From an optimization exercise on the open Yosys and OpenROAD flow, aimed at small area, a short achievable clock period and few clock cycles; shortcuts taken in it are not production practice. At most, simulation tests tie the RTL to the original design; equivalence was not proved. No functional check of the RTL was part of runs 2 and 3. Power figures rest on the tool's default switching activity, not on a simulated workload.

**design/flow/design.v**
```verilog
module core #(                              
	parameter ADDR_W = 32,
	parameter INST_W = 32,
	parameter DATA_W = 32
)(
	input                   i_clk,
	input                   i_rst_n,
	output [ ADDR_W-1 : 0 ] o_i_addr,
	input  [ INST_W-1 : 0 ] i_i_inst,
	output                  o_d_wen,
	output [ ADDR_W-1 : 0 ] o_d_addr,
	output [ DATA_W-1 : 0 ] o_d_wdata,
	input  [ DATA_W-1 : 0 ] i_d_rdata,
	output [        1 : 0 ] o_status,
	output                  o_status_valid
);
reg     [31:0]  pc;          
reg             f_v;         
reg             boot;        
reg     [31:0]  sk;          
reg             sk_v;
reg     [31:0]  ir;
reg     [31:0]  r_sa, r_sb;    
reg             r_v;
reg     [31:0]  rpn;         
reg             halt;        
wire    [3:0]   r_op = ir[29:26];
wire    [4:0]   r_rs = ir[25:21];
wire    [4:0]   r_rt = ir[20:16];
wire    [4:0]   r_rd = ir[15:11];
wire    [15:0]  r_im = ir[15:0];
wire    r_lw    = (r_op == 4'd1);
wire    r_sw    = (r_op == 4'd2);
wire    r_sub   = (r_op == 4'd4);
wire    r_addi  = (r_op == 4'd5);
wire    r_or    = (r_op == 4'd6);
wire    r_xor   = (r_op == 4'd7);
wire    r_beq   = (r_op == 4'd8);
wire    r_bne   = (r_op == 4'd9);
wire    r_eof   = (r_op == 4'd10);
wire    r_br    = r_beq | r_bne;
wire    r_use_s = ~r_eof;
wire    r_use_t = ~(r_lw | r_addi | r_eof);
wire    r_wr    = r_lw | (r_op == 4'd3) | r_sub | r_addi | r_or | r_xor;
wire    r_use_im= r_lw | r_sw | r_addi;
wire    r_itype = r_lw | r_sw | r_addi | r_br;
wire    [4:0]   r_dst = (r_lw | r_addi) ? r_rt : r_rd;
reg             e_v, e_wr, e_lw, e_sw, e_sub, e_or, e_xor, e_use_im, e_itype, e_eof, e_arith;
reg     [4:0]   e_dst;
reg     [31:0]  e_a, e_b;
reg     [15:0]  e_im;
reg             e_fa, e_fb;
reg             e_beq, e_bne;
reg     [31:0]  e_tgt;
reg     [31:0]  m_res;
reg     [31:0]  m_wdata;
reg             m_wen;
reg             m_v;
reg     [1:0]   m_status;
reg             m_wr, m_lw;
reg     [4:0]   m_dst;
reg     [31:0]  w_res;
reg             w_wr, w_lw;
reg     [4:0]   w_dst;
wire    [31:0]  rf_a, rf_b;
wire    [31:0]  w_val = w_lw ? i_d_rdata : w_res;
Register u_register (
    .i_clk  (i_clk),
    .i_rst_n(i_rst_n),
    .i_sa   (r_sa),
    .i_sb   (r_sb),
    .i_we   (w_wr),
    .i_wa   (w_dst),
    .i_wd   (w_val),
    .o_rda  (rf_a),
    .o_rdb  (rf_b)
);
wire    hit_ea = e_v & e_wr & (e_dst == r_rs);
wire    hit_eb = e_v & e_wr & (e_dst == r_rt);
wire    hit_ma = m_v & m_wr & (m_dst == r_rs);
wire    hit_mb = m_v & m_wr & (m_dst == r_rt);
wire    hit_wa = w_wr & (w_dst == r_rs);
wire    hit_wb = w_wr & (w_dst == r_rt);
wire    stall_a = r_use_s & (hit_ea ? e_lw : (hit_ma & m_lw));
wire    stall_b = r_use_t & (hit_eb ? e_lw : (hit_mb & m_lw));
wire    stall   = r_v & (stall_a | stall_b);
wire    [31:0]  r_a = hit_ma ? m_res : hit_wa ? w_val : rf_a;
wire    [31:0]  r_b = hit_mb ? m_res : hit_wb ? w_val : rf_b;
wire    [31:0]  r_tgt = rpn + {16'd0, r_im};
wire            redirect;                    
wire    issue   = ~(stall & (sk_v | f_v));
wire    r_go    = r_v & ~stall & ~halt & ~redirect;      
always @(posedge i_clk or negedge i_rst_n) begin
    if (~i_rst_n) begin
        pc   <= 32'd0;
        f_v  <= 1'b1;
        boot <= 1'b1;
        sk_v <= 1'b0;
        r_v  <= 1'b0;
        rpn  <= 32'd0;
        halt <= 1'b0;
    end
    else begin
        boot <= 1'b0;
        if (redirect) begin
            pc   <= e_tgt;
            rpn  <= e_tgt;
            f_v  <= 1'b0;
            sk_v <= 1'b0;
            r_v  <= 1'b0;
        end
        else begin
            if (issue) pc <= pc + 32'd4;
            f_v <= issue & ~boot;
            if (stall) begin
                if (~sk_v & f_v) sk_v <= 1'b1;
            end
            else begin
                sk_v <= 1'b0;
                r_v  <= sk_v | f_v;
            end
            if (~stall & (sk_v | f_v))
                rpn <= rpn + 32'd4;
        end
        if (r_go & r_eof) halt <= 1'b1;
    end
end
wire    [31:0]  nxt_inst = sk_v ? sk : i_i_inst;
always @(posedge i_clk) begin
    if (stall) begin
        if (~sk_v) sk <= i_i_inst;
    end
    else begin
        ir   <= nxt_inst;
        r_sa <= 32'd1 << nxt_inst[25:21];
        r_sb <= 32'd1 << nxt_inst[20:16];
    end
end
always @(posedge i_clk or negedge i_rst_n) begin
    if (~i_rst_n) begin
        e_v   <= 1'b0;
        e_wr  <= 1'b0;
        e_sw  <= 1'b0;
        e_beq <= 1'b0;
        e_bne <= 1'b0;
    end
    else begin
        e_v   <= r_go;
        e_wr  <= r_go & r_wr;
        e_sw  <= r_go & r_sw;
        e_beq <= r_go & r_beq;
        e_bne <= r_go & r_bne;
    end
end
always @(posedge i_clk) begin
    e_lw     <= r_lw;
    e_sub    <= r_sub;
    e_or     <= r_or;
    e_xor    <= r_xor;
    e_use_im <= r_use_im;
    e_itype  <= r_itype;
    e_eof    <= r_eof;
    e_arith  <= ~(r_or | r_xor | r_br | r_eof);
    e_dst    <= r_dst;
    e_a      <= r_a;
    e_b      <= r_b;
    e_im     <= r_im;
    e_tgt    <= r_tgt;
    e_fa     <= hit_ea;
    e_fb     <= hit_eb;
end
wire    [31:0]  x_a = e_fa ? m_res : e_a;
wire    [31:0]  x_b = e_fb ? m_res : e_b;
wire    [31:0]  x_res;
wire            x_ovf;
Alu u_alu (
    .i_a        (x_a),
    .i_b        (x_b),
    .i_im       (e_im),
    .i_use_im   (e_use_im),
    .i_sub      (e_sub),
    .i_or       (e_or),
    .i_xor      (e_xor),
    .o_result   (x_res),
    .o_overflow (x_ovf)
);
wire            x_eq = (x_a == x_b);
assign  redirect = (e_beq & x_eq) | (e_bne & ~x_eq);
wire    [1:0]   x_status = e_eof ? 2'd3 : (e_arith & x_ovf) ? 2'd2 : {1'b0, e_itype};
always @(posedge i_clk or negedge i_rst_n) begin
    if (~i_rst_n) begin
        m_v   <= 1'b0;
        m_wen <= 1'b0;
        m_wr  <= 1'b0;
        w_wr  <= 1'b0;
    end
    else begin
        m_v   <= e_v;
        m_wen <= e_sw;
        m_wr  <= e_wr;
        w_wr  <= m_wr;
    end
end
always @(posedge i_clk) begin
    m_res    <= x_res;
    m_wdata  <= x_b;
    m_status <= x_status;
    m_lw     <= e_lw;
    m_dst    <= e_dst;
    w_res    <= m_res;
    w_lw     <= m_lw;
    w_dst    <= m_dst;
end
assign  o_i_addr       = pc;
assign  o_d_wen        = m_wen;
assign  o_d_addr       = m_res;
assign  o_d_wdata      = m_wdata;
assign  o_status       = m_status;
assign  o_status_valid = m_v;
endmodule
module Register (
    input               i_clk,
    input               i_rst_n,
    input       [31:0]  i_sa,        
    input       [31:0]  i_sb,        
    input               i_we,
    input       [4:0]   i_wa,
    input       [31:0]  i_wd,
    output reg  [31:0]  o_rda,
    output reg  [31:0]  o_rdb
);
reg     [1023:0]    rf;
wire    [31:0]      wsel = (i_we ? (32'd1 << i_wa) : 32'd0) | {32{~i_rst_n}};
wire    [31:0]      wd   = i_wd & {32{i_rst_n}};
genvar k;
generate
    for (k = 0; k < 32; k = k + 1) begin : g_reg
        always @(posedge i_clk) begin
            if (wsel[k]) rf[32*k +: 32] <= wd;
        end
    end
endgenerate
integer j;
always @(*) begin
    o_rda = 32'd0;
    o_rdb = 32'd0;
    for (j = 0; j < 32; j = j + 1) begin
        o_rda = o_rda | ({32{i_sa[j]}} & rf[32*j +: 32]);
        o_rdb = o_rdb | ({32{i_sb[j]}} & rf[32*j +: 32]);
    end
end
endmodule
module Alu (
    input       [31:0]  i_a,
    input       [31:0]  i_b,
    input       [15:0]  i_im,
    input               i_use_im,    
    input               i_sub,       
    input               i_or,
    input               i_xor,
    output      [31:0]  o_result,
    output              o_overflow
);
wire    [31:0]  y   = (i_use_im ? {{16{i_im[15]}}, i_im} : i_b) ^ {32{i_sub}};
wire    [31:0]  sum = i_a + y + {31'd0, i_sub};
assign o_overflow = (i_a[31] == y[31]) & (sum[31] != i_a[31]);
assign o_result   = i_or  ? (i_a | i_b) :
                    i_xor ? (i_a ^ i_b) : sum;
endmodule
```
**design/flow/flow/run.sh**
```bash
#!/bin/bash
# Standard ORFS flow; timing repair aims for extra setup slack so that the
# achieved period (clock period less slack) is as short as possible.
bash standard.sh SETUP_SLACK_MARGIN=8 finish > standard.log 2>&1
```
**design/flow/standard.sh**
```bash
#!/bin/bash
# synth_recipe.tcl (not shown) runs the flow's synth.tcl, then flattens the netlist and writes it again
# the make line also repeats each setting of config.mk as NAME=value (left out here)
make -C /OpenROAD-flow-scripts/flow DESIGN_CONFIG=/design/flow/config.mk WORK_HOME=/design/flow/orfs CLKGATE_MAP_FILE= SYNTH_SCRIPT=/design/flow/synth_recipe.tcl "${@:-finish}"
```
**design/flow/config.mk**
```make
export PLATFORM = sky130hd
export DESIGN_NAME = core
export DESIGN_NICKNAME = core
export VERILOG_FILES = /design/flow/design.v
export SDC_FILE = /design/flow/constraint.sdc
export NUM_CORES = 4
export LEC_CHECK = 0
export CAP_MARGIN = 20
export CORE_MARGIN = 2
export CORE_UTILIZATION = 40
export PLACE_DENSITY = 0.55
export SETUP_SLACK_MARGIN = 5
export SLEW_MARGIN = 20
```
**design/flow/constraint.sdc**
```tcl
create_clock -name core_clock -period 12.0 [get_ports {i_clk}]
set_input_delay 2.4000 -clock core_clock [delete_from_list [all_inputs] [get_ports {i_clk}]]
set_output_delay 2.4000 -clock core_clock [all_outputs]
set_load 0.01 [all_outputs]
```
==> results by group, run 1 <==
Die
  • Ports: 166
  • # rows: 144
  • Core area: 0.1542 mm^2
  • DIE AREA: 0.1587 mm^2
  • Height of the die: 398.4 um
  • Die width: 398.4 um
  • Initial Utilization: 40.34%

Finish
  • Synth-to-layout area growth: 16.96%
  • Layout net count: 4,920
  • Reg area: 0.04118 mm^2
  • FILL cells: 13,682
  • Multi-input logic area: 0.02049 mm^2
  • Fraction of final layout cells sized beyond drive strength 1: 13.82%
  • Non-Filler Instances: 6,946

Critical path
  • Critical path type: input pin to flip-flop
  • Req. time, crit path: 12.39 ns
  • Worst Reg-to-Reg Cells: 13
  • R2r endpoint: e_beq
  • Worst path most repeated cell: buf_12
  • CP max FO: 64
  • Worst setup SP type: input pin
  • Worst path slowest cell: buf_4
  • Worst path cell trace: clkbuf_16 > buf_12 > buf_12 > o21ai_4 > buf_4
  • RR Startpoint: e_fb
  • CP Capture Type: flip-flop
  • WP buf/inv: 4
  • Reg2Reg Setup Slack: 8.05 ns
  • Slowest stage delay, CP: 0.77 ns
  • Cell depth of the worst setup path: 5
  • Largest delay contributor family on the critical path: buffers and inverters
  • WP data arrival: 4.42 ns

Routing
  • Drt wl/cell: 39.29 um
  • DRC: 0
  • Routed vias/inst: 6.992
  • Pre-antenna DRT Iters: 9
  • Antenna Nets Post-Route: 0
  • Total Wirelength: 272.9 mm
  • Initial drt markers: 9,885
  • Total number of vias: 48,564

Yosys
  • Mapped Cells: 4,547
  • Synth top cells by count: edfxtp_1, a22oi_1, a221oi_1, a22o_1, clkbuf_1
  • Synth Flop Type: edfxtp_1
  • Top-count cell post-synth: edfxtp_1
  • Post-synth EDFFs: 1,148
  • Flops & latches, synth: 1,461
  • Synthesized area per cell: 13.68 um^2
  • Ys Warns: 2
  • Synthesized area: 0.06221 mm^2
  • Post-synth top area cell: edfxtp_1
  • Async SR Flop Fraction: 5.202%
  • Synth top area share: 55.41%
  • Ranking of synthesized cells by area: edfxtp_1, dfxtp_1, a221oi_1
  • Cell variety after synth: 76
  • Seq/Total Area, Yosys: 66.10%
  • Synthesized Nets: 4,695

Timing
  • RSZ-0062 raised after global routing: yes
  • Final setup viols: 0
  • Fin crit period: 4.029 ns
  • Final Hold Viols: 0
  • Slew headroom: 17.44%
  • Slew Limit Fails: 0
  • Setup tns final: 0 ns
  • Final worst-path cycle share: 33.57%
  • FMAX: 248.2 MHz
  • Worst-margin pin slew: 1.229 ns
  • Fin Clk Skew: 0.04551 ns

Pwr
  • Leakage: 25.94 nW
  • Pwr per Cell Area: 207.7 mW/mm^2
  • Max VDD drop: 156.4 uV

Worst hold path
  • Hold path depth: 0
  • HP Class: flip-flop to flip-flop
  • HP Start: e_sw
  • Hold Path Sink: m_wen

CTS
  • # H-tree levels: 4
  • Num CTS Buffers: 154
  • Clk root buf: clkbuf_16
  • CTS tree: yes
  • Clk sinks: 1,461
  • Clk buf depth: 3
  • Clock Pin Slew Worst Setup and Hold Paths: 0.06 ns
  • Clk Latency, worst-skew pair: 0.81 ns
  • Post-CTS Hold Fix Bufs: 0

Flow run
  • Max Cap Violations: 0

GRT
  • Initial antenna violation count: 8
  • GRT Util Overall: 33.56%
  • Vias in the first global route: 46,187
  • Global route overflow: 0
  • First-pass GRT wire length: 368.0 mm
  • Largest net degree at the start of global routing: 76

Placed design
  • Dpl cells: 6,619
  • Routability cong.: 0.9209
  • Port bufs: 163
  • DP HPWL: 148.9 mm

Run status
  • Status: no timing/DRC/antenna violations
## cell usage in the layout, fill, tap and decap left out, types with 146 or more instances in the layout
cell / instances
clkbuf_16: 156
nand4_1: 146
buf_4: 181
nor2_1: 154
nand2_1: 179
a22o_1: 326
a22oi_1: 374
edfxtp_1: 1148
dfxtp_1: 202
a221oi_1: 326
## kinds of logic (layout without fill, tap and decap cells)
family | count (synthesis) | after routing | share of synthesized area, %
and+or+nand+nor | 830 | 833 | 6.810
adders and majority gates | 82 | 82 | 1.673
DFF | 1461 | 1461 | 66.10
buffers and inverters | 395 | 742 | 2.403
other | 1 | 6 | 0.006028
muxes | 180 | 180 | 3.069
AOI/OAI and AO/OA | 1434 | 1434 | 17.63
xor gates and xnor gates | 164 | 164 | 2.309
## registers in the layout (all words and copies together), names as in the netlist, 30 cells and up
name	flops
rpn	31
e_tgt	32
u_register.rf	1024
m_res	32
ir	30
e_b	32
pc	31
r_sa	32
w_res	32
r_sb	32
sk	30
m_wdata	32
e_a	32
## stage by stage
stage          setup WS, ns  hold WS, ns  power, mW  area (um^2)  util (%)
2_1_floorplan         7.799       0.3312      8.859        62300         -
3_3_place_gp          6.056       0.3376      10.22        66950     43.41
3_5_place_dp          5.995       0.3358      10.25        67010     43.45
4_1_cts               7.903       0.3500      14.96        72430     46.96
5_1_grt               7.943       0.3656      15.58        72750     47.17
6_report              7.971       0.3465      15.11        72760     47.18
## cell type report
cell class	count	area share [%]
Clock inverter	80	1.185
Tap cell	2044	3.515
Multi-Input combinational cell	2694	28.16
Clock buffer	201	5.621
Antenna cell	5	0.01720
Sequential cell	1461	56.59
Inverter	100	0.5159
Timing Repair Buffer	361	4.399
## power breakdown
| group | internal [mW] | switching [mW] |
|---|---|---|
| clock network | 2.65 | 2.11 |
| registers | 6.78 | 0.696 |
| logic | 1.04 | 1.84 |
| total | 10.5 | 4.64 |
## worst max path at each step
| stage | to | startpoint |
|---|---|---|
| final | u_register.rf[515] | i_rst_n |
| after global routing | e_beq | e_fb |
| after CTS | e_beq | e_fa |
| after global placement | u_register.rf[163] | i_rst_n |
| after detailed placement | u_register.rf[937] | i_rst_n |
| after floorplan | u_register.rf[100] | i_rst_n |
## worst reg2reg max path, stage by stage (launching register included)
cell and delay, ns:
dfxtp_4 0.36, buf_12 0.12, buf_12 0.15, mux2_2 0.42, inv_1 0.08, ha_1 0.27
nor4_4 0.36, nand4_1 0.44, nor2_4 0.38, mux2i_4 0.32, buf_12 0.20, nand2_1 0.08
or3_1 0.42, nor4_1 0.23
## layer usage
layer	GRT usage, %	share of wire (%)	vias up
li1	-	-	18886
met1	45.09	37	24086
met2	46.50	40	4638
met3	12.62	16	948
met4	18.69	7.0	6
met5	0	0.018	-
## repair_timing
item                                    4_1_cts  5_1_grt
endpoints found under the setup margin     1368      224
gates cloned                                  6        1
setup buffers                                24        5
pin swaps                                    12       12
resized for setup                           188       36
Testbench counts, summed over its fixed seeds: cycles 30,198.
==> run 2, diff against run 1 <==
--- a/design/flow/design.v
+++ b/design/flow/design.v
@@ -231,11 +231,15 @@
 );
 reg     [1023:0]    rf;
-wire    [31:0]      wsel = (i_we ? (32'd1 << i_wa) : 32'd0) | {32{~i_rst_n}};
-wire    [31:0]      wd   = i_wd & {32{i_rst_n}};
+reg     [31:0]      vld;
+wire    [31:0]      wsel = i_we ? (32'd1 << i_wa) : 32'd0;
+always @(posedge i_clk or negedge i_rst_n) begin
+    if (~i_rst_n) vld <= 32'd0;
+    else          vld <= vld | wsel;
+end
 genvar k;
 generate
     for (k = 0; k < 32; k = k + 1) begin : g_reg
         always @(posedge i_clk) begin
-            if (wsel[k]) rf[32*k +: 32] <= wd;
+            if (wsel[k]) rf[32*k +: 32] <= i_wd;
         end
     end
@@ -249,4 +253,6 @@
         o_rdb = o_rdb | ({32{i_sb[j]}} & rf[32*j +: 32]);
     end
+    o_rda = o_rda & {32{|(i_sa & vld)}};
+    o_rdb = o_rdb & {32{|(i_sb & vld)}};
 end
 endmodule
==> results by group, run 2 <==
CTS
  • Clk sinks: 1,493 (+2.2%)
  • Clk root buf: clkbuf_16
  • Num CTS Buffers: 161 (+4.5%)
  • Clock Pin Slew Worst Setup and Hold Paths: 0.06 ns (about the same)
  • # H-tree levels: 4 (unchanged)
  • CTS tree: yes
  • Clk Latency, worst-skew pair: 0.83 ns (+0.02 ns)
  • Clk buf depth: 3 (unchanged)

Yosys
  • Synthesized area per cell: 13.43 um^2 (-1.8%)
  • Ys Warns: 2 (unchanged)
  • Post-synth EDFFs: 1,148 (unchanged)
  • Synth Area in Adders: 1.642% (-0.031 points)
  • Cell variety after synth: 83 (+9.2%)
  • Synth top cells by count: edfxtp_1, a22oi_1, clkbuf_1
  • Post-Synth XOR/XNOR Area: 2.225% (-0.084 points)
  • Synth top area share: 54.39% (-1.0 points)
  • Synthesized Nets: 4,868 (+3.7%)
  • Compound-Gate Fraction of Synth Area: 17.16% (-0.47 points)
  • Seq/Total Area, Yosys: 66.14% (about the same)
  • Mux share of post-synthesis cell area: 2.535% (-0.53 points)
  • Post-synth top area cell: edfxtp_1
  • Synth Flop Type: edfxtp_1
  • Simple-Gate Fraction of Synth Area: 7.694% (+0.88 points)
  • Async SR Flop Fraction: 7.234% (+2.0 points)
  • Synthesized area: 0.06339 mm^2 (+1.9%)
  • Largest family of logic cells by synthesized area: compound AO/OA/AOI/OAI gates
  • Ranking of synthesized cells by area: edfxtp_1, a22oi_1, dfxtp_1
  • Top-count cell post-synth: edfxtp_1
  • Flops & latches, synth: 1,493 (+2.2%)
  • Mapped Cells: 4,720 (+3.8%)

Routing
  • Pre-antenna DRT Iters: 10 (+1)
  • Total Wirelength: 284.9 mm (+4.4%)
  • Antenna Nets Post-Route: 0 (unchanged)
  • DRC: 0 (unchanged)
  • Routed vias/inst: 7.087 (+1.4%)
  • Drt wl/cell: 40.22 um (+2.4%)
  • Total number of vias: 50,199 (+3.4%)
  • Initial drt markers: 10,249 (+3.7%)

Critical path
  • Slowest stage delay, CP: 0.45 ns (-0.32 ns)
  • Reg2Reg Setup Slack: 8.08 ns (+0.03 ns)
  • CP max FO: 6 (-91%)
  • Req. time, crit path: 9.60 ns (-2.79 ns)
  • Worst path cell trace: clkdlybuf4s15_2
  • Largest delay contributor family on the critical path: flip-flops
  • Worst setup SP type: flip-flop
  • WP data arrival: 1.55 ns (-2.87 ns)
  • Critical path type: flip-flop to output pin
  • Worst path slowest cell: dfxtp_1
  • WP buf/inv: 1 (-3)
  • CP Capture Type: output pin

Timing
  • Final Hold Viols: 0 (unchanged)
  • Slew Limit Fails: 0 (unchanged)
  • Slew headroom: 10.19% (-7.3 points)
  • Fin crit period: 3.953 ns (-0.07615 ns)
  • Fin Clk Skew: 0.04090 ns (-0.004612 ns)
  • Worst-margin pin slew: 1.347 ns (+0.1182 ns)
  • RSZ-0062 raised after global routing: yes
  • Final setup viols: 0 (unchanged)
  • Final worst-path cycle share: 32.94% (-0.63 points)
  • Setup tns final: 0 ns (unchanged)
  • FMAX: 253.0 MHz (+1.9%)

Placed design
  • Port bufs: 163 (unchanged)
  • DP HPWL: 151.2 mm (+1.5%)
  • Routability cong.: 0.9124 (-0.92%)

Die
  • Ports: 166 (unchanged)
  • Height of the die: 402.1 um (+0.93%)
  • # rows: 146 (+1.4%)
  • Die width: 402.1 um (+0.93%)
  • Initial Utilization: 40.16% (-0.18 points)
  • DIE AREA: 0.1617 mm^2 (+1.9%)
  • Core area: 0.1578 mm^2 (+2.3%)

Pwr
  • Leakage: 25.34 nW (-2.3%)
  • Design Power: 13.30 mW (-12%)
  • Pwr per Cell Area: 181.3 mW/mm^2 (-13%)
  • Max VDD drop: 170.0 uV (+8.7%)

Finish
  • Fraction of final layout cells sized beyond drive strength 1: 12.92% (-0.90 points)
  • Layout net count: 5,019 (+2.0%)
  • Largest register by flop count: u_register.rf
  • Most common cell after layout, fill and taps aside: edfxtp_1
  • Synth-to-layout area growth: 15.69%
  • Max FFs per register: 1,024 (unchanged)
  • Commonest cells after routing, fill and taps aside: edfxtp_1, a22oi_1, dfxtp_1

Worst hold path
  • HP Class: flip-flop to flip-flop

GRT
  • Global route overflow: 0 (unchanged)
  • Vias in the first global route: 48,121 (+4.2%)
  • GRT Util Overall: 34.20% (+0.64 points)
  • First-pass GRT wire length: 384.3 mm (+4.4%)
  • Largest net degree at the start of global routing: 89 (+17%)
  • Initial antenna violation count: 8 (unchanged)

Run status
  • Status: no timing/DRC/antenna violations

Flow run
  • Max Cap Violations: 0 (unchanged)
-- run 2: cell types whose count changed in the layout (fill, tap and decap cells not counted), sizes merged, moves of 23 or more --
cell,change
nor3,-23
nor2b,-43
mux2i,-34
a22oi,+475
buf,-35
nand2,-44
or4,+33
nand3,+72
dfrtp,+32
a221oi,-189
o21ai,-54
or2,+29
nor2,+64
a22o,-190
-- run 2: repair_timing --
action | 4_1_cts | 5_1_grt
gates resized for setup | 183 | 31
setup buffers | 9 | 13
cloned | 2 | 1
hold buffers | 0 | 0
endpoints found under the hold margin | 0 | 0
pin swaps | 0 | 17
setup endpoints to repair | 278 | 96
-- run 2: kinds of logic (layout without fill, tap and decap cells) --
group	after synthesis	after routing
compound gates	1461	1461
buf+inv	433	719
fa+ha+maj	82	82
simple gates	940	941
mux	149	149
flops	1493	1493
xor+xnor	161	161
other cells	1	5
-- run 2: final cells by class --
cell class	instances	area [um^2]
Antenna cell	4	10.01
Clock inverter	85	759.5
Fill cell	14151	84500
Sequential cell	1493	41990
Timing Repair Buffer	322	2863
Multi-Input combinational cell	2795	20280
Inverter	98	384.1
Clock buffer	214	4457
Tap cell	2072	2592
-- run 2: worst paths after layout --
path                       cells after the start     endpoint     start
max                                            1  o_d_addr[7]  m_res[7]
min                                            0         w_lw      m_lw
max reg2reg                                   15    m_res[18]      e_fb
min reg2reg                                    0         w_lw      m_lw
max in group asynchronous                      2          m_v   i_rst_n
min in group asynchronous                      1       pc[23]   i_rst_n
-- run 2: where the power goes --
part | switching [mW] | total [mW] | internal (mW)
combinational | 1.19 | 1.84 | 0.646
sequential | 0.285 | 6.45 | 6.17
clock | 2.17 | 5.01 | 2.84
-- run 2: per-stage QoR --
step / std cells / setup slack (ns) / instance area (um^2) / hold slack [ns] / util (%)
2_1_floorplan: 4720 / 8.117 / 63390 / 0.3312 / -
6_report: 7083 / 8.047 / 73330 / 0.3481 / 46.46
5_1_grt: 7080 / 7.911 / 73330 / 0.3782 / 46.46
3_3_place_gp: 6752 / 7.243 / 67590 / 0.3357 / 42.82
4_1_cts: 7064 / 7.976 / 73050 / 0.3680 / 46.28
3_5_place_dp: 6754 / 7.199 / 67640 / 0.3569 / 42.86
-- run 2: routing by layer --
metal / vias up / GRT usage [%] / routed length, um
met3: 1210 / 12.49 / 43080
li1: 19307 / - / -
met4: 8 / 21.44 / 21690
met1: 24913 / 44.19 / 102200
met2: 4761 / 48.54 / 117800
met5: - / 0.3271 / 113
==> run 3, diff against run 2 <==
==> design/flow/flow/run.sh (replaced) <==
#!/bin/bash
# Standard ORFS flow; timing repair aims for extra setup slack so that the
# achieved period (clock period less slack) is as short as possible.
bash standard.sh SETUP_SLACK_MARGIN=7 finish > standard.log 2>&1
==> results by group, run 3 <==
Finish
  • Largest register by flop count: u_register.rf
  • FILL cells: 14,070 (-0.57%)
  • Synth-to-layout area growth: 14.87%
  • Fin area: 0.07281 mm^2 (-0.71%)
  • Reg area: 0.04193 mm^2 (-0.15%)
  • Commonest cells after routing, fill and taps aside: edfxtp_1, a22oi_1, dfxtp_1
  • Fraction of final layout cells sized beyond drive strength 1: 11.11% (-1.8 points)
  • Most common cell after layout, fill and taps aside: edfxtp_1
  • Layout net count: 4,988 (-0.62%)
  • Max FFs per register: 1,024 (unchanged)
  • Final Util: 46.13% (-0.33 points)
  • Non-Filler Instances: 7,046 (-0.52%)
  • Multi-input logic area: 0.02008 mm^2 (-0.95%)

Timing
  • RSZ-0062 raised after global routing: no
  • Final worst-path cycle share: 40.39% (+7.5 points)
  • Slew Limit Fails: 0 (unchanged)
  • Final setup viols: 0 (unchanged)
  • Fin Clk Skew: 0.03653 ns (-0.004361 ns)
  • FMAX: 206.3 MHz (-18%)
  • Slew headroom: 12.33% (+2.1 points)
  • Worst-margin pin slew: 1.312 ns (-0.03529 ns)
  • Worst Slack Setup Final: 7.153 ns (-0.8941 ns)
  • Fin crit period: 4.847 ns (+0.8941 ns)
  • Hold WS: 0.3473 ns (-0.0008150 ns)
  • Setup tns final: 0 ns (unchanged)
  • Final Hold Viols: 0 (unchanged)

GRT
  • Vias in the first global route: 47,565 (-1.2%)
  • Largest net degree at the start of global routing: 77 (-13%)
  • Global route overflow: 0 (unchanged)
  • M1 GR Usage: 44.70% (+0.51 points)
  • Grt met2 use: 47.42% (-1.1 points)
  • Met3 GRT Util: 12.05% (-0.45 points)
  • Initial antenna violation count: 11 (+3)
  • GRT Util Overall: 34.00% (-0.21 points)
  • Busiest grt layer: met2
  • First-pass GRT wire length: 381.6 mm (-0.71%)

Pwr
  • Pwr per Cell Area: 182.8 mW/mm^2 (+0.78%)
  • Design Power: 13.31 mW (about the same)
  • Comb pwr share: 13.8% (about the same)
  • Max VDD drop: 167.1 uV (-1.7%)
  • Leakage: 24.87 nW (-1.9%)
  • Clock share of power: 37.7% (about the same)
  • Total net switching power: 3.564 mW (-2.4%)
  • Sequential power share: 48.5% (about the same)
  • Sw frac: 26.78% (-0.67 points)
  • Pint: 9.743 mW (+0.98%)

Placed design
  • Dpl cells: 6,752 (-0.030%)
  • DP Area: 0.06759 mm^2 (about the same)
  • Port bufs: 163 (unchanged)
  • Routability cong.: 0.9255 (+1.4%)
  • Pre-CTS WS: 7.243 ns (+0.04447 ns)
  • DP HPWL: 146.2 mm (-3.4%)

Critical path
  • Critical path type: flip-flop to flip-flop
  • CP max FO: 60 (+54)
  • Worst setup SP type: flip-flop
  • WP data arrival: 5.56 ns (+4.01 ns)
  • Req. time, crit path: 12.71 ns (+3.11 ns)
  • Worst path slowest cell: buf_4
  • Worst path cell trace: buf_4 > mux2_2 > inv_1 > ha_1 > nor4_1 > nand4_1 > nor2_1 > mux2i_4 > buf_4 > buf_4 > nor2_1 > a21oi_1
  • R2r endpoint: rpn[9]
  • Worst Setup SP: e_fb
  • Slowest stage delay, CP: 0.57 ns (+0.12 ns)
  • CP Capture Type: flip-flop
  • Worst Reg-to-Reg Cells: 12 (-3)
  • Reg2Reg Setup Slack: 7.15 ns (-0.93 ns)
  • Critical path capture point: rpn[9]
  • RR Startpoint: e_fb
  • Worst path most repeated cell: buf_4

Yosys
  • Ys Warns: 2 (unchanged)
  • Synth Flop Type: edfxtp_1
  • Flops & latches, synth: 1,493 (unchanged)
  • Synthesized area per cell: 13.43 um^2 (unchanged)
  • Post-synth top area cell: edfxtp_1
  • Top-count cell post-synth: edfxtp_1
  • Seq/Total Area, Yosys: 66.14% (unchanged)
  • Cell variety after synth: 83 (unchanged)
  • Synthesized area: 0.06339 mm^2 (unchanged)
  • Synthesized Nets: 4,868 (unchanged)
  • Async SR Flop Fraction: 7.234% (unchanged)
  • Ranking of synthesized cells by area: edfxtp_1, a22oi_1, dfxtp_1
  • Synth top area share: 54.39% (unchanged)
  • Mapped Cells: 4,720 (unchanged)
  • Synth top cells by count: edfxtp_1, a22oi_1, clkbuf_1
  • Post-synth EDFFs: 1,148 (unchanged)

Routing
  • Routed vias/inst: 7.077 (-0.14%)
  • Total Wirelength: 283.3 mm (-0.53%)
  • Total number of vias: 49,865 (-0.67%)
  • Pre-antenna DRT Iters: 11 (+1)
  • DRC: 0 (unchanged)
  • Antenna Nets Post-Route: 0 (unchanged)
  • Drt wl/cell: 40.21 um (about the same)
  • Initial drt markers: 10,861 (+6.0%)

CTS
  • Clk sinks: 1,493 (unchanged)
  • Clk root buf: clkbuf_16
  • Clock Pin Slew Worst Setup and Hold Paths: 0.06 ns (about the same)
  • Num CTS Buffers: 158 (-1.9%)
  • Clk buf depth: 3 (unchanged)
  • Setup Fix Bufs, Post-CTS: 0 (-9)
  • Clk Latency, worst-skew pair: 0.81 ns (-0.02 ns)
  • CTS tree: yes
  • # H-tree levels: 4 (unchanged)
  • Post-CTS Hold Fix Bufs: 0 (unchanged)

Flow run
  • Max Cap Violations: 0 (unchanged)

Die
  • Die width: 402.1 um (unchanged)
  • # rows: 146 (unchanged)
  • Ports: 166 (unchanged)
  • DIE AREA: 0.1617 mm^2 (unchanged)
  • Initial Utilization: 40.16% (unchanged)
  • Core area: 0.1578 mm^2 (unchanged)
  • Height of the die: 402.1 um (unchanged)

Run status
  • Status: no timing/DRC/antenna violations

Worst hold path
  • HP Class: flip-flop to flip-flop
## run 3: cell counts after synthesis
Identical to the previous run, type by type.
## run 3: worst min path at each step
stage	from	slack [ns]	cells after the start	end
finish	e_sw	0.35	0	m_wen
global placement	e_sw	0.33	0	m_wen
CTS	e_sw	0.35	0	m_wen
detailed placement	e_sw	0.34	0	m_wen
floorplan	e_sw	0.33	0	m_wen
global route	e_sw	0.35	0	m_wen
## run 3: cell families after synthesis
logic type,Yosys count,share of synthesized area [%]
flip-flops,1493,66.14
adder cells (fa/ha/maj),82,1.642
buffers and inverters,433,2.596
AO/OA/AOI/OAI,1461,17.16
other,1,0.005916
AND/OR/NAND/NOR,940,7.694
XOR/XNOR,161,2.225
multiplexers,149,2.535
## run 3: worst max-delay path, delay by kind of cell, from the launching register on
kind	cells	cell delay (ns)
adder cells (fa/ha/maj)	1	0.24
AND/OR/NAND/NOR	4	1.72
AO/OA/AOI/OAI	1	0.17
buffers and inverters	4	1.42
multiplexers	2	0.76
flip-flops	1	0.32
## run 3: cell type report
type / instances / area share (%)
flip-flops and latches: 1493 / 57.59
multi-input cells: 2794 / 27.58
clock buffers: 206 / 5.959
repair buffers: 295 / 3.598
well taps: 2072 / 3.561
clock inverters: 82 / 1.186
inverters: 98 / 0.5052
diodes: 6 / 0.02062
## run 3: power groups by stage
stage | combinational (mW) | sequential, mW | clock [mW]
global placement | 1.76 | 6.56 | 0
floorplan | 1.01 | 6.48 | 0
detailed placement | 1.78 | 6.56 | 0
finish | 1.84 | 6.46 | 5.01
CTS | 1.78 | 6.46 | 5.02
global route | 1.94 | 6.50 | 5.22
## run 3: per-layer routing
layer,share of wire [%],wire (um)
met3,16,45020
met5,0.023,66
met1,36,101000
met4,8.0,22700
met2,40,114600
## run 3: repair_timing
action / CTS / global route
endpoints found under the hold margin: 0 / 0
endpoints found under the setup margin: 0 / 2
gates resized for setup: 0 / 1
==> run 4, diff against run 3 <==
--- a/design/flow/design.v
+++ b/design/flow/design.v
@@ -46,11 +46,11 @@
 wire    r_itype = r_lw | r_sw | r_addi | r_br;
 wire    [4:0]   r_dst = (r_lw | r_addi) ? r_rt : r_rd;
-reg             e_v, e_wr, e_lw, e_sw, e_sub, e_or, e_xor, e_use_im, e_itype, e_eof, e_arith;
+reg             e_v, e_wr, e_lw, e_sw, e_sub, e_or, e_xor, e_itype, e_eof, e_arith;
 reg     [4:0]   e_dst;
-reg     [31:0]  e_a, e_b;
-reg     [15:0]  e_im;
-reg             e_fa, e_fb;
+reg     [31:0]  e_a;
+reg     [31:0]  e_y;         
+reg             e_fa, e_fb, e_fy;
 reg             e_beq, e_bne;
-reg     [31:0]  e_tgt;
+reg     [31:0]  e_tgt;       
 reg     [31:0]  m_res;
 reg     [31:0]  m_wdata;
@@ -133,7 +133,7 @@
     else begin
         ir   <= nxt_inst;
-        r_sa <= 32'd1 << nxt_inst[25:21];
-        r_sb <= 32'd1 << nxt_inst[20:16];
-    end
+    end
+    r_sa <= 32'd1 << (stall ? r_rs : nxt_inst[25:21]);
+    r_sb <= 32'd1 << (stall ? r_rt : nxt_inst[20:16]);
 end
 always @(posedge i_clk or negedge i_rst_n) begin
@@ -158,5 +158,4 @@
     e_or     <= r_or;
     e_xor    <= r_xor;
-    e_use_im <= r_use_im;
     e_itype  <= r_itype;
     e_eof    <= r_eof;
@@ -164,12 +163,14 @@
     e_dst    <= r_dst;
     e_a      <= r_a;
-    e_b      <= r_b;
-    e_im     <= r_im;
-    e_tgt    <= r_tgt;
+    e_y      <= (r_use_im ? {{16{r_im[15]}}, r_im} : r_b) ^ {32{r_sub}};
+    e_tgt    <= r_sw ? r_b : r_tgt;
     e_fa     <= hit_ea;
     e_fb     <= hit_eb;
+    e_fy     <= hit_eb & ~r_use_im;
 end
 wire    [31:0]  x_a = e_fa ? m_res : e_a;
-wire    [31:0]  x_b = e_fb ? m_res : e_b;
+wire    [31:0]  x_b = e_fb ? m_res : e_y;
+wire    [31:0]  x_sd = e_fb ? m_res : e_tgt;
+wire    [31:0]  x_y = e_fy ? (m_res ^ {32{e_sub}}) : e_y;
 wire    [31:0]  x_res;
 wire            x_ovf;
@@ -177,6 +178,5 @@
     .i_a        (x_a),
     .i_b        (x_b),
-    .i_im       (e_im),
-    .i_use_im   (e_use_im),
+    .i_y        (x_y),
     .i_sub      (e_sub),
     .i_or       (e_or),
@@ -204,5 +204,5 @@
 always @(posedge i_clk) begin
     m_res    <= x_res;
-    m_wdata  <= x_b;
+    m_wdata  <= x_sd;
     m_status <= x_status;
     m_lw     <= e_lw;
@@ -231,15 +231,16 @@
 );
 reg     [1023:0]    rf;
-reg     [31:0]      vld;
-wire    [31:0]      wsel = i_we ? (32'd1 << i_wa) : 32'd0;
-always @(posedge i_clk or negedge i_rst_n) begin
-    if (~i_rst_n) vld <= 32'd0;
-    else          vld <= vld | wsel;
-end
+reg                 run;         
+always @(posedge i_clk or negedge i_rst_n) begin
+    if (~i_rst_n) run <= 1'b0;
+    else          run <= 1'b1;
+end
+wire    [31:0]      wsel = (i_we ? (32'd1 << i_wa) : 32'd0) | {32{~run}};
+wire    [31:0]      wd   = i_wd & {32{run}};
 genvar k;
 generate
     for (k = 0; k < 32; k = k + 1) begin : g_reg
         always @(posedge i_clk) begin
-            if (wsel[k]) rf[32*k +: 32] <= i_wd;
+            if (wsel[k]) rf[32*k +: 32] <= wd;
         end
     end
@@ -253,6 +254,4 @@
         o_rdb = o_rdb | ({32{i_sb[j]}} & rf[32*j +: 32]);
     end
-    o_rda = o_rda & {32{|(i_sa & vld)}};
-    o_rdb = o_rdb & {32{|(i_sb & vld)}};
 end
 endmodule
@@ -260,6 +259,5 @@
     input       [31:0]  i_a,
     input       [31:0]  i_b,
-    input       [15:0]  i_im,
-    input               i_use_im,    
+    input       [31:0]  i_y,
     input               i_sub,       
     input               i_or,
@@ -268,7 +266,6 @@
     output              o_overflow
 );
-wire    [31:0]  y   = (i_use_im ? {{16{i_im[15]}}, i_im} : i_b) ^ {32{i_sub}};
-wire    [31:0]  sum = i_a + y + {31'd0, i_sub};
-assign o_overflow = (i_a[31] == y[31]) & (sum[31] != i_a[31]);
+wire    [31:0]  sum = i_a + i_y + {31'd0, i_sub};
+assign o_overflow = (i_a[31] == i_y[31]) & (sum[31] != i_a[31]);
 assign o_result   = i_or  ? (i_a | i_b) :
                     i_xor ? (i_a ^ i_b) : sum;
==> design/flow/flow/run.sh (replaced) <==
#!/bin/bash
# Standard ORFS flow; timing repair aims for extra setup slack so that the
# achieved period (clock period less slack) is as short as possible.
bash standard.sh SETUP_SLACK_MARGIN=8.3 finish > standard.log 2>&1
--- a/design/flow/config.mk
+++ b/design/flow/config.mk
@@ -9,4 +9,6 @@
 export CORE_MARGIN = 2
 export CORE_UTILIZATION = 40
+export CTS_CLUSTER_DIAMETER = 60
+export CTS_CLUSTER_SIZE = 20
 export PLACE_DENSITY = 0.55
 export SETUP_SLACK_MARGIN = 5
==> results by group, run 4 <==
Run status
  • Status: no timing/DRC/antenna violations

Placed design
  • DP Area: 0.06729 mm^2 (-0.43%)
  • Routability cong.: 0.8978 (-3.0%)
  • DP HPWL: 158.4 mm (+8.3%)
  • Port bufs: 163 (unchanged)

Yosys
  • Mux share of post-synthesis cell area: 4.181% (+1.6 points)
  • Ys Warns: 2 (unchanged)
  • Top-count cell post-synth: edfxtp_1
  • Synth top area share: 51.91% (-2.5 points)
  • Seq/Total Area, Yosys: 64.09% (-2.0 points)
  • Post-Synth XOR/XNOR Area: 2.850% (+0.62 points)
  • Simple-Gate Fraction of Synth Area: 5.959% (-1.7 points)
  • Synthesized area per cell: 13.63 um^2 (+1.5%)
  • Async SR Flop Fraction: 5.325% (-1.9 points)
  • Synth Flop Type: edfxtp_1
  • Post-synth top area cell: edfxtp_1
  • Mapped Cells: 4,601 (-2.5%)
  • Post-synth EDFFs: 1,084 (-5.6%)
  • Cell variety after synth: 76 (-8.4%)
  • Compound-Gate Fraction of Synth Area: 18.79% (+1.6 points)
  • Ranking of synthesized cells by area: edfxtp_1, dfxtp_1, a221oi_1
  • Synthesized Nets: 4,750 (-2.4%)
  • Synth Area in Adders: 1.692% (+0.050 points)
  • Largest family of logic cells by synthesized area: compound AO/OA/AOI/OAI gates
  • Synth top cells by count: edfxtp_1, a221oi_1, a22o_1
  • Flops & latches, synth: 1,446 (-3.1%)
  • Synthesized area: 0.06270 mm^2 (-1.1%)

Die
  • DIE AREA: 0.1599 mm^2 (-1.1%)
  • Die width: 399.9 um (-0.54%)
  • Initial Utilization: 40.19% (about the same)
  • # rows: 145 (-0.68%)
  • Ports: 166 (unchanged)
  • Height of the die: 399.9 um (-0.54%)
  • Core area: 0.1560 mm^2 (-1.1%)

GRT
  • Grt met2 use: 53.97% (+6.5 points)
  • Met3 GRT Util: 13.47% (+1.4 points)
  • M1 GR Usage: 42.93% (-1.8 points)
  • First-pass GRT wire length: 393.9 mm (+3.2%)
  • Busiest grt layer: met2
  • Largest net degree at the start of global routing: 78 (+1.3%)
  • Initial antenna violation count: 16 (+5)
  • GRT Util Overall: 35.86% (+1.9 points)
  • Vias in the first global route: 47,294 (-0.57%)
  • Global route overflow: 0 (unchanged)

CTS
  • Post-CTS Hold Fix Bufs: 0 (unchanged)
  • Num CTS Buffers: 119 (-25%)
  • Clk buf depth: 3 (unchanged)
  • Clk root buf: clkbuf_16
  • # H-tree levels: 3 (-1)
  • Clk Latency, worst-skew pair: 0.83 ns (+0.02 ns)
  • CTS tree: yes
  • Clk sinks: 1,446 (-3.1%)
  • Clock Pin Slew Worst Setup and Hold Paths: 0.07 ns (about the same)

Finish
  • Largest register by flop count: u_register.rf
  • Commonest cells after routing, fill and taps aside: edfxtp_1, a221oi_1, a22o_1
  • Fraction of final layout cells sized beyond drive strength 1: 19.85% (+8.7 points)
  • Most common cell after layout, fill and taps aside: edfxtp_1
  • FILL cells: 13,704 (-2.6%)
  • Synth-to-layout area growth: 17.25%
  • Layout net count: 4,966 (-0.44%)
  • Max FFs per register: 1,024 (unchanged)
  • Fin area: 0.07351 mm^2 (+0.96%)

Critical path
  • Worst path most repeated cell: buf_6
  • Worst Reg-to-Reg Cells: 9 (-3)
  • Critical path type: flip-flop to output pin
  • Worst Setup SP: m_res[0]
  • WP data arrival: 1.50 ns (-4.06 ns)
  • R2r endpoint: e_y[12]
  • Worst path slowest cell: dfxtp_2
  • Worst setup SP type: flip-flop
  • CP Capture Type: output pin
  • Slowest stage delay, CP: 0.32 ns (-0.25 ns)
  • CP max FO: 3 (-95%)
  • Req. time, crit path: 9.60 ns (-3.11 ns)
  • Reg2Reg Setup Slack: 8.15 ns (+1.00 ns)
  • RR Startpoint: r_sb[6]
  • Worst path cell trace: buf_6 > buf_4 > buf_6
  • Critical path capture point: o_d_addr[0]

Timing
  • FMAX: 256.2 MHz (+24%)
  • Fin crit period: 3.904 ns (-0.9429 ns)
  • Final Hold Viols: 0 (unchanged)
  • Slew Limit Fails: 0 (unchanged)
  • RSZ-0062 raised after global routing: yes
  • Slew headroom: 13.53% (+1.2 points)
  • Final setup viols: 0 (unchanged)
  • Setup tns final: 0 ns (unchanged)
  • Fin Clk Skew: 0.04486 ns (+0.008328 ns)
  • Final worst-path cycle share: 32.53% (-7.9 points)
  • Worst-margin pin slew: 1.287 ns (-0.02479 ns)

Routing
  • Total Wirelength: 296.1 mm (+4.5%)
  • Routed vias/inst: 7.194 (+1.7%)
  • Pre-antenna DRT Iters: 7 (-4)
  • Drt wl/cell: 42.38 um (+5.4%)
  • DRC: 0 (unchanged)
  • Antenna Nets Post-Route: 0 (unchanged)
  • Initial drt markers: 9,432 (-13%)
  • Total number of vias: 50,271 (+0.81%)

Pwr
  • Sequential power share: 48.9% (+0.4 points)
  • Clock share of power: 28.2% (-9.5 points)
  • Leakage: 26.21 nW (+5.4%)
  • Pwr per Cell Area: 208.4 mW/mm^2 (+14%)
  • Comb pwr share: 22.9% (+9.1 points)
  • Sw frac: 33.01% (+6.2 points)
  • Max VDD drop: 135.8 uV (-19%)
  • Total net switching power: 5.058 mW (+42%)
  • Pint: 10.26 mW (+5.3%)

Worst hold path
  • Hold path depth: 0 (unchanged)
  • HP Class: flip-flop to flip-flop

Flow run
  • Max Cap Violations: 0 (unchanged)
run 4: layer usage:
layer,up-vias,share of wire (%)
met1,24633,34
met4,26,8.3
met5,-,0.12
met2,4884,43
li1,19208,-
met3,1520,15
run 4: worst min-delay path by stage:
stage / from / to
after floorplan: e_lw / m_lw
after global placement: e_lw / m_lw
after detailed placement: e_lw / m_lw
after CTS: e_lw / m_lw
after global routing: e_lw / m_lw
final: e_lw / m_lw
run 4: what timing repair did:
item | in CTS | in global routing
gates resized for setup | 604 | 80
gates cloned | 4 | 3
endpoints found under the setup margin | 531 | 219
setup buffers | 88 | 26
pin swaps | 10 | 19
run 4: cell type report:
class | count | area, um^2 | share of cell area [%]
diodes | 8 | 20.02 | 0.02723
clock buffers | 131 | 3099 | 4.216
clock inverters | 95 | 1190 | 1.619
inverters | 75 | 285.3 | 0.3881
multi-input cells | 2763 | 22250 | 30.26
flip-flops and latches | 1446 | 40480 | 55.07
well taps | 2058 | 2575 | 3.503
repair buffers | 412 | 3617 | 4.920
run 4: critical path, delay by kind of cell (launching register included):
family	cells	cell delay [ns]
flops	1	0.32
buf+inv	3	0.40
run 4: kinds of logic (layout without fill, tap and decap cells):
group / count (synthesis) / count (layout)
AOI/OAI and AO/OA: 1487 / 1487
DFF: 1446 / 1446
and+or+nand+nor: 736 / 737
buffers and inverters: 393 / 713
muxes: 250 / 250
xor gates and xnor gates: 204 / 204
adders and majority gates: 83 / 83
other: 2 / 10
run 4: power by group through the flow:
stage	registers, mW	clock network [mW]	logic (mW)
CTS	7.45	4.33	3.25
floorplan	7.34	0	1.67
detailed placement	7.67	0	2.89
global route	7.56	4.52	3.70
finish	7.50	4.32	3.50
global placement	7.67	0	2.87
run 4: metrics by stage:
| step | power [mW] | setup WS, ns | utilization (%) | hold WS [ns] | std cells |
|---|---|---|---|---|---|
| floorplan | 9.009 | 8.311 | - | 0.3249 | 4601 |
| global placement | 10.54 | 6.408 | 43.12 | 0.3347 | 6633 |
| detailed placement | 10.56 | 6.380 | 43.13 | 0.3409 | 6633 |
| CTS | 15.03 | 8.170 | 46.59 | 0.3568 | 6951 |
| global route | 15.79 | 8.015 | 47.10 | 0.3665 | 6980 |
| finish | 15.32 | 8.096 | 47.12 | 0.3581 | 6988 |
Testbench counts of run 4, summed over its fixed seeds: cycles 30,198.
==> run 5, diff against run 4 <==
--- a/design/flow/config.mk
+++ b/design/flow/config.mk
@@ -8,8 +8,8 @@
 export CAP_MARGIN = 20
 export CORE_MARGIN = 2
-export CORE_UTILIZATION = 40
+export CORE_UTILIZATION = 50
 export CTS_CLUSTER_DIAMETER = 60
 export CTS_CLUSTER_SIZE = 20
-export PLACE_DENSITY = 0.55
+export PLACE_DENSITY = 0.65
 export SETUP_SLACK_MARGIN = 5
 export SLEW_MARGIN = 20
==> results by group, run 5 <==
Yosys
  • Top-count cell post-synth: edfxtp_1
  • Seq/Total Area, Yosys: 64.09% (unchanged)
  • Ranking of synthesized cells by area: edfxtp_1, dfxtp_1, a221oi_1
  • Synthesized area per cell: 13.63 um^2 (unchanged)
  • Post-synth top area cell: edfxtp_1
  • Flops & latches, synth: 1,446 (unchanged)
  • Mapped Cells: 4,601 (unchanged)
  • Synth top cells by count: edfxtp_1, a221oi_1, a22o_1
  • Async SR Flop Fraction: 5.325% (unchanged)
  • Synth Flop Type: edfxtp_1
  • Synthesized area: 0.06270 mm^2 (unchanged)
  • Simple-Gate Fraction of Synth Area: 5.959% (unchanged)
  • Synth Area in Adders: 1.692% (unchanged)
  • Synth top area share: 51.91% (unchanged)
  • Post-synth EDFFs: 1,084 (unchanged)
  • Mux share of post-synthesis cell area: 4.181% (unchanged)
  • Compound-Gate Fraction of Synth Area: 18.79% (unchanged)
  • Ys Warns: 2 (unchanged)
  • Synthesized Nets: 4,750 (unchanged)
  • Cell variety after synth: 76 (unchanged)
  • Post-Synth XOR/XNOR Area: 2.850% (unchanged)
  • Largest family of logic cells by synthesized area: compound AO/OA/AOI/OAI gates

Die
  • # rows: 129 (-11%)
  • Die width: 358.1 um (-10%)
  • Ports: 166 (unchanged)
  • Initial Utilization: 50.52% (+10 points)
  • Core area: 0.1241 mm^2 (-20%)
  • DIE AREA: 0.1283 mm^2 (-20%)
  • Height of the die: 358.1 um (-10%)

Placed design
  • DP Area: 0.06667 mm^2 (-0.92%)
  • Routability cong.: 0.9564 (+6.5%)
  • Port bufs: 163 (unchanged)
  • DP HPWL: 142.5 mm (-10%)

Critical path
  • CP Capture Type: flip-flop
  • Worst setup SP type: flip-flop
  • Worst path slowest cell: nor3_1
  • Worst Reg-to-Reg Cells: 9 (unchanged)
  • Slowest stage delay, CP: 1.05 ns (+0.73 ns)
  • Cell depth of the worst setup path: 9 (+6)
  • Critical path type: flip-flop to flip-flop
  • WP buf/inv: 1 (-2)
  • WP data arrival: 4.40 ns (+2.90 ns)
  • Req. time, crit path: 12.64 ns (+3.04 ns)
  • Worst path cell trace: buf_4 > a22o_1 > a221oi_1 > nand4_1 > nor3_1 > a21oi_1 > mux2i_1 > o21ai_0 > xor2_1
  • CP max FO: 22 (+19)
  • Largest delay contributor family on the critical path: simple AND/OR/NAND/NOR gates

Finish
  • Layout net count: 4,945 (-0.42%)
  • Synth-to-layout area growth: 15.23%
  • Fraction of final layout cells sized beyond drive strength 1: 18.53% (-1.3 points)
  • Most common cell after layout, fill and taps aside: edfxtp_1
  • Max FFs per register: 1,024 (unchanged)
  • Fin area: 0.07225 mm^2 (-1.7%)
  • Largest register by flop count: u_register.rf
  • Commonest cells after routing, fill and taps aside: edfxtp_1, a221oi_1, a22o_1

CTS
  • Num CTS Buffers: 114 (-4.2%)
  • Clk Latency, worst-skew pair: 0.80 ns (-0.03 ns)
  • Clk buf depth: 3 (unchanged)
  • Clk sinks: 1,446 (unchanged)
  • Clk root buf: clkbuf_16
  • CTS tree: yes
  • Post-CTS Hold Fix Bufs: 0 (unchanged)
  • # H-tree levels: 3 (unchanged)
  • Clock Pin Slew Worst Setup and Hold Paths: 0.07 ns (about the same)

GRT
  • Global route overflow: 0 (unchanged)
  • Largest net degree at the start of global routing: 61 (-22%)
  • GRT Util Overall: 41.75% (+5.9 points)
  • Vias in the first global route: 47,729 (+0.92%)
  • Initial antenna violation count: 9 (-7)
  • First-pass GRT wire length: 369.8 mm (-6.1%)

Pwr
  • Sw frac: 32.32% (-0.70 points)
  • Total net switching power: 4.809 mW (-4.9%)
  • Pwr per Cell Area: 205.9 mW/mm^2 (-1.2%)
  • Comb pwr share: 22.4% (-0.5 points)
  • Leakage: 25.94 nW (-1.0%)
  • Pint: 10.07 mW (-1.9%)
  • Max VDD drop: 159.8 uV (+18%)
  • Sequential power share: 50.1% (+1.2 points)
  • Clock share of power: 27.4% (-0.8 points)

Flow run
  • Max Cap Violations: 0 (unchanged)

Worst hold path
  • HP Class: flip-flop to flip-flop
  • Hold path depth: 0 (unchanged)

Timing
  • FMAX: 266.0 MHz (+3.8%)
  • Slew headroom: 8.380% (-5.2 points)
  • Setup tns final: 0 ns (unchanged)
  • Fin Clk Skew: 0.03547 ns (-0.009393 ns)
  • Final worst-path cycle share: 31.33% (-1.2 points)
  • Fin crit period: 3.760 ns (-0.1440 ns)
  • Worst-margin pin slew: 1.364 ns (+0.07672 ns)
  • RSZ-0062 raised after global routing: yes
  • Final setup viols: 0 (unchanged)
  • Final Hold Viols: 0 (unchanged)
  • Slew Limit Fails: 0 (unchanged)

Routing
  • Total number of vias: 50,783 (+1.0%)
  • Antenna Nets Post-Route: 0 (unchanged)
  • Routed vias/inst: 7.758 (+7.8%)
  • Total Wirelength: 273.0 mm (-7.8%)
  • Drt wl/cell: 41.71 um (-1.6%)
  • Initial drt markers: 12,046 (+28%)
  • DRC: 0 (unchanged)
  • Pre-antenna DRT Iters: 10 (+3)

Run status
  • Status: no timing/DRC/antenna violations
## run 5: cell counts after synthesis
No cell type changed its count.
## run 5: what timing repair did
| item | in CTS | in global routing |
|---|---|---|
| pin swaps | 7 | 11 |
| buffers inserted | 80 | 20 |
| endpoints found under the setup margin | 623 | 343 |
| gates resized for setup | 560 | 59 |
| gates cloned | 6 | 0 |
## run 5: cells by family (layout without fill, tap and decap cells)
| family | Yosys count | in the layout |
|---|---|---|
| flops | 1446 | 1446 |
| xor+xnor | 204 | 204 |
| compound gates | 1487 | 1487 |
| fa+ha+maj | 83 | 83 |
| mux | 250 | 250 |
| other cells | 2 | 15 |
| buf+inv | 393 | 687 |
| simple gates | 736 | 737 |
## run 5: metrics by stage
stage / setup WS, ns / cells / util [%] / total power, mW / hold slack, ns
floorplan: 8.311 / 4601 / - / 9.009 / 0.3249
global placement: 7.196 / 6206 / 53.71 / 10.35 / 0.3353
detailed placement: 7.161 / 6206 / 53.72 / 10.41 / 0.3392
CTS: 8.146 / 6508 / 57.67 / 14.56 / 0.3564
global route: 8.213 / 6537 / 58.19 / 15.30 / 0.3579
finish: 8.240 / 6546 / 58.21 / 14.88 / 0.3552
## run 5: final timing paths
| kind | slack [ns] | to | startpoint |
|---|---|---|---|
| max in group asynchronous | 9.32 | m_v | i_rst_n |
| min in group asynchronous | 1.48 | pc[28] | i_rst_n |
| max | 8.24 | e_y[13] | r_sb[6] |
| min reg2reg | 0.36 | m_lw | e_lw |
| min | 0.36 | m_lw | e_lw |
| max reg2reg | 8.24 | e_y[13] | r_sb[6] |
## run 5: power by group through the flow
stage | clock network (mW) | logic (mW) | registers [mW]
after global routing | 4.25 | 3.52 | 7.53
after floorplan | 0 | 1.67 | 7.34
after global placement | 0 | 2.79 | 7.56
after CTS | 4.06 | 3.09 | 7.41
after detailed placement | 0 | 2.82 | 7.59
final | 4.08 | 3.34 | 7.46
## run 5: routing by layer
layer | global-route usage [%] | wire, um
met1 | 54.54 | 93010
met2 | 56.24 | 107100
met3 | 18.78 | 49820
met4 | 25.93 | 22700
met5 | 1.259 | 393
## run 5: final cells by class
type | count | area [um^2]
fillers | 9769 | 51870
flip-flops and latches | 1446 | 40430
multi-input cells | 2763 | 22040
repair buffers | 396 | 3421
clock buffers | 127 | 2995
well taps | 1637 | 2048
clock inverters | 89 | 1006
inverters | 75 | 281.5
diodes | 13 | 32.53
## run 5: worst register-to-register path: cells and delay by family, from the launching register on
kind	cells	cell delay [ns]
xor+xnor	1	0.17
simple gates	2	1.22
compound gates	4	0.92
buf+inv	1	0.47
mux	1	0.31
flops	1	0.52
==> run 6, diff against run 5 <==
--- a/design/flow/config.mk
+++ b/design/flow/config.mk
@@ -8,8 +8,8 @@
 export CAP_MARGIN = 20
 export CORE_MARGIN = 2
-export CORE_UTILIZATION = 50
+export CORE_UTILIZATION = 60
 export CTS_CLUSTER_DIAMETER = 60
 export CTS_CLUSTER_SIZE = 20
-export PLACE_DENSITY = 0.65
+export PLACE_DENSITY = 0.75
 export SETUP_SLACK_MARGIN = 5
 export SLEW_MARGIN = 20
==> results by group, run 6 <==
Timing
  • FMAX: 265.8 MHz (about the same)
  • Final Hold Viols: 0 (unchanged)
  • Slew headroom: 11.12% (+2.7 points)
  • Final setup viols: 0 (unchanged)
  • Final worst-path cycle share: 31.35% (about the same)
  • RSZ-0062 raised after global routing: yes
  • Fin crit period: 3.762 ns (+0.002490 ns)
  • Fin Clk Skew: 0.03493 ns (-0.0005358 ns)
  • Worst-margin pin slew: 1.323 ns (-0.04086 ns)
  • Slew Limit Fails: 0 (unchanged)
  • Worst Slack Setup Final: 8.238 ns (-0.002490 ns)
  • Setup tns final: 0 ns (unchanged)

CTS
  • Clk buf depth: 3 (unchanged)
  • Clk sinks: 1,446 (unchanged)
  • CTS tree: yes
  • # H-tree levels: 3 (unchanged)
  • Clock Pin Slew Worst Setup and Hold Paths: 0.08 ns (about the same)
  • Num CTS Buffers: 108 (-5.3%)
  • Clk Latency, worst-skew pair: 0.76 ns (-0.04 ns)
  • Post-CTS Hold Fix Bufs: 0 (unchanged)
  • Clk root buf: clkbuf_16

Finish
  • Non-Filler Instances: 6,287 (-4.0%)
  • Most common cell after layout, fill and taps aside: edfxtp_1
  • Commonest cells after routing, fill and taps aside: edfxtp_1, a221oi_1, a22o_1
  • Max FFs per register: 1,024 (unchanged)
  • Multi-input logic area: 0.02199 mm^2 (-0.20%)
  • Largest register by flop count: u_register.rf
  • Reg area: 0.04042 mm^2 (about the same)
  • Fin area: 0.07157 mm^2 (-0.94%)
  • Layout net count: 4,954 (+0.18%)
  • Synth-to-layout area growth: 14.15%
  • Fraction of final layout cells sized beyond drive strength 1: 18.71% (+0.18 points)
  • FILL cells: 7,081 (-28%)

Die
  • Core area: 0.1036 mm^2 (-16%)
  • Ports: 166 (unchanged)
  • Initial Utilization: 60.50% (+10 points)
  • DIE AREA: 0.1071 mm^2 (-16%)
  • # rows: 118 (-8.5%)
  • Die width: 327.3 um (-8.6%)
  • Height of the die: 327.3 um (-8.6%)

Critical path
  • Worst path cell trace: clkdlybuf4s50_1 > mux2i_1 > a21oi_1 > mux2i_1 > a21oi_1 > xor2_1
  • CP Capture Type: flip-flop
  • CP max FO: 3 (-86%)
  • Worst setup SP type: input pin
  • Req. time, crit path: 12.61 ns (-0.03 ns)
  • Slowest stage delay, CP: 0.73 ns (-0.32 ns)
  • WP data arrival: 4.37 ns (-0.03 ns)
  • Worst path slowest cell: mux2i_1
  • Critical path type: input pin to flip-flop
  • Largest delay contributor family on the critical path: multiplexers
  • WP buf/inv: 1 (unchanged)

Yosys
  • Async SR Flop Fraction: 5.325% (unchanged)
  • Top-count cell post-synth: edfxtp_1
  • Cell variety after synth: 76 (unchanged)
  • Seq/Total Area, Yosys: 64.09% (unchanged)
  • Synthesized Nets: 4,750 (unchanged)
  • Synthesized area per cell: 13.63 um^2 (unchanged)
  • Mapped Cells: 4,601 (unchanged)
  • Flops & latches, synth: 1,446 (unchanged)
  • Synth top cells by count: edfxtp_1, a221oi_1, a22o_1
  • Post-synth top area cell: edfxtp_1
  • Post-synth EDFFs: 1,084 (unchanged)
  • Synth top area share: 51.91% (unchanged)
  • Synthesized area: 0.06270 mm^2 (unchanged)
  • Ranking of synthesized cells by area: edfxtp_1, dfxtp_1, a221oi_1
  • Synth Flop Type: edfxtp_1
  • Ys Warns: 2 (unchanged)

GRT
  • Largest net degree at the start of global routing: 83 (+36%)
  • Initial antenna violation count: 8 (-1)
  • First-pass GRT wire length: 355.0 mm (-4.0%)
  • GRT Util Overall: 47.57% (+5.8 points)
  • Global route overflow: 0 (unchanged)
  • Vias in the first global route: 47,904 (+0.37%)

Pwr
  • Pwr per Cell Area: 204.1 mW/mm^2 (-0.88%)
  • Pint: 9.857 mW (-2.1%)
  • Leakage: 25.80 nW (-0.52%)
  • Max VDD drop: 169.3 uV (+5.9%)
  • Sequential power share: 50.9% (+0.8 points)
  • Sw frac: 32.53% (+0.22 points)
  • Comb pwr share: 22.6% (+0.2 points)
  • Clock share of power: 26.5% (-0.9 points)
  • Total net switching power: 4.753 mW (-1.2%)

Routing
  • DRC: 0 (unchanged)
  • Total number of vias: 51,885 (+2.2%)
  • Routed vias/inst: 8.253 (+6.4%)
  • Total Wirelength: 263.0 mm (-3.7%)
  • Pre-antenna DRT Iters: 14 (+4)
  • Initial drt markers: 12,675 (+5.2%)
  • Antenna Nets Post-Route: 0 (unchanged)
  • Drt wl/cell: 41.83 um (+0.30%)

Run status
  • Status: no timing/DRC/antenna violations

Placed design
  • Dpl cells: 5,946 (-4.2%)
  • DP HPWL: 134.9 mm (-5.3%)
  • Routability cong.: 0.9714 (+1.6%)
  • Port bufs: 163 (unchanged)
  • Pre-CTS WS: 6.993 ns (-0.1682 ns)
  • DP Area: 0.06631 mm^2 (-0.55%)

Flow run
  • Max Cap Violations: 0 (unchanged)

Worst hold path
  • HP Class: flip-flop to flip-flop
run 6: cell counts after synthesis:
Identical to the previous run, type by type.
run 6: layout make-up:
type                    count  area share, %
well taps                1380          2.412
clock buffers             119          3.907
diodes                     10        0.03496
multi-input cells        2763          30.73
repair buffers            410          4.746
flip-flops and latches   1446          56.47
clock inverters            83          1.292
repair inverters            1        0.01049
inverters                  75         0.3986
run 6: logic make-up (layout without fill, tap and decap cells):
| group | count (synthesis) | count (layout) | synth area share [%] |
|---|---|---|---|
| buffers and inverters | 393 | 688 | 2.423 |
| multiplexers | 250 | 250 | 4.181 |
| other | 2 | 12 | 0.01198 |
| adder cells (fa/ha/maj) | 83 | 83 | 1.692 |
| flip-flops | 1446 | 1446 | 64.09 |
| XOR/XNOR | 204 | 204 | 2.850 |
| AO/OA/AOI/OAI | 1487 | 1487 | 18.79 |
| AND/OR/NAND/NOR | 736 | 737 | 5.959 |
run 6: path summary, 6_finish.rpt:
kind / slack, ns / start / depth (start not counted) / end
setup / recovery: 8.24 / i_d_rdata[24] / 6 / e_y[24]
hold / removal: 0.35 / e_sw / 0 / m_wen
setup reg to reg: 8.30 / r_sb[16] / 9 / e_y[12]
hold reg to reg: 0.35 / e_sw / 0 / m_wen
max in group asynchronous: 9.28 / i_rst_n / 2 / m_v
min in group asynchronous: 1.55 / i_rst_n / 1 / rpn[28]
run 6: power groups by stage:
stage | clock network (mW) | logic [mW] | registers [mW]
CTS | 3.83 | 3.04 | 7.38
floorplan | 0 | 1.67 | 7.34
finish | 3.87 | 3.31 | 7.44
global placement | 0 | 2.74 | 7.52
global route | 4.00 | 3.46 | 7.49
detailed placement | 0 | 2.81 | 7.56
run 6: through the flow:
stage          power, mW  util (%)  hold slack, ns
2_1_floorplan      9.009         -          0.3249
3_3_place_gp       10.27     63.98          0.3368
3_5_place_dp       10.37     63.98          0.3362
4_1_cts            14.25     68.41          0.3534
5_1_grt            14.95     69.03          0.3640
6_report           14.61     69.06          0.3520
run 6: repair_timing:
item | 4_1_cts | 5_1_grt
setup endpoints to repair | 532 | 380
pin swaps | 10 | 17
cloned | 6 | 2
gates resized for setup | 477 | 82
buffers inserted | 87 | 26
run 6: metal layers:
metal | share of wire, % | vias to the layer above | track usage, %
met4 | 9.8 | 9 | 32.55
met5 | 0.041 | - | 0.7986
met1 | 32 | 24593 | 59.18
li1 | - | 19180 | -
met2 | 39 | 6158 | 63.87
met3 | 20 | 1945 | 24.76
run 6: worst reg2reg max path: stages (launching register included):
cell and delay (ns):
dfxtp_2 0.52, buf_4 0.47, a22o_1 0.33, a221oi_1 0.23
nand4_1 0.15, nor3_1 1.04, a21oi_1 0.11, mux2i_1 0.35
o21ai_0 0.18, xor2_1 0.18

## static timing again, ports no longer ideal
The results above use ideal ports. As a check the final layouts listed here were re-extracted and re-timed, cells and wires unchanged.
Step 1 (the two cells are an assumption about what drives the block):
set clk [get_ports {i_clk}]
set_driving_cell -lib_cell sky130_fd_sc_hd__clkbuf_16 $clk
set_driving_cell -lib_cell sky130_fd_sc_hd__buf_2 [delete_from_list [all_inputs] $clk]
Step 2 adds t to the input delays and takes it off the output delays; t is the mean of the earliest and latest rising clock arrival at the registers after step 1. Input paths then give back, and output paths get back, about the clock's delay inside the block.
Three values: no drivers, after step 1, after step 2; two values: the first two.
| run | t (ns) | slack for setup (ns) | slew at the worst register clock pin (ns) |
|---|---|---|---|
| run 1 | 0.863 | 7.971 / 7.964 / 7.145 | 0.07 / 0.07 |
| run 2 | 0.894 | 8.047 / 7.969 / 7.700 | 0.07 / 0.07 |
| run 3 | 0.870 | 7.153 / 7.153 / 7.153 | 0.07 / 0.07 |
| run 4 | 0.891 | 8.096 / 8.011 / 7.401 | 0.09 / 0.09 |
| run 5 | 0.859 | 8.240 / 8.169 / 7.487 | 0.09 / 0.09 |
| run 6 | 0.822 | 8.238 / 8.213 / 7.464 | 0.09 / 0.09 |
After both steps every run listed still meets setup and hold. For run 1, which loses most, drivers alone change the setup slack by -0.007 ns; drivers and shift together by -0.826 ns.
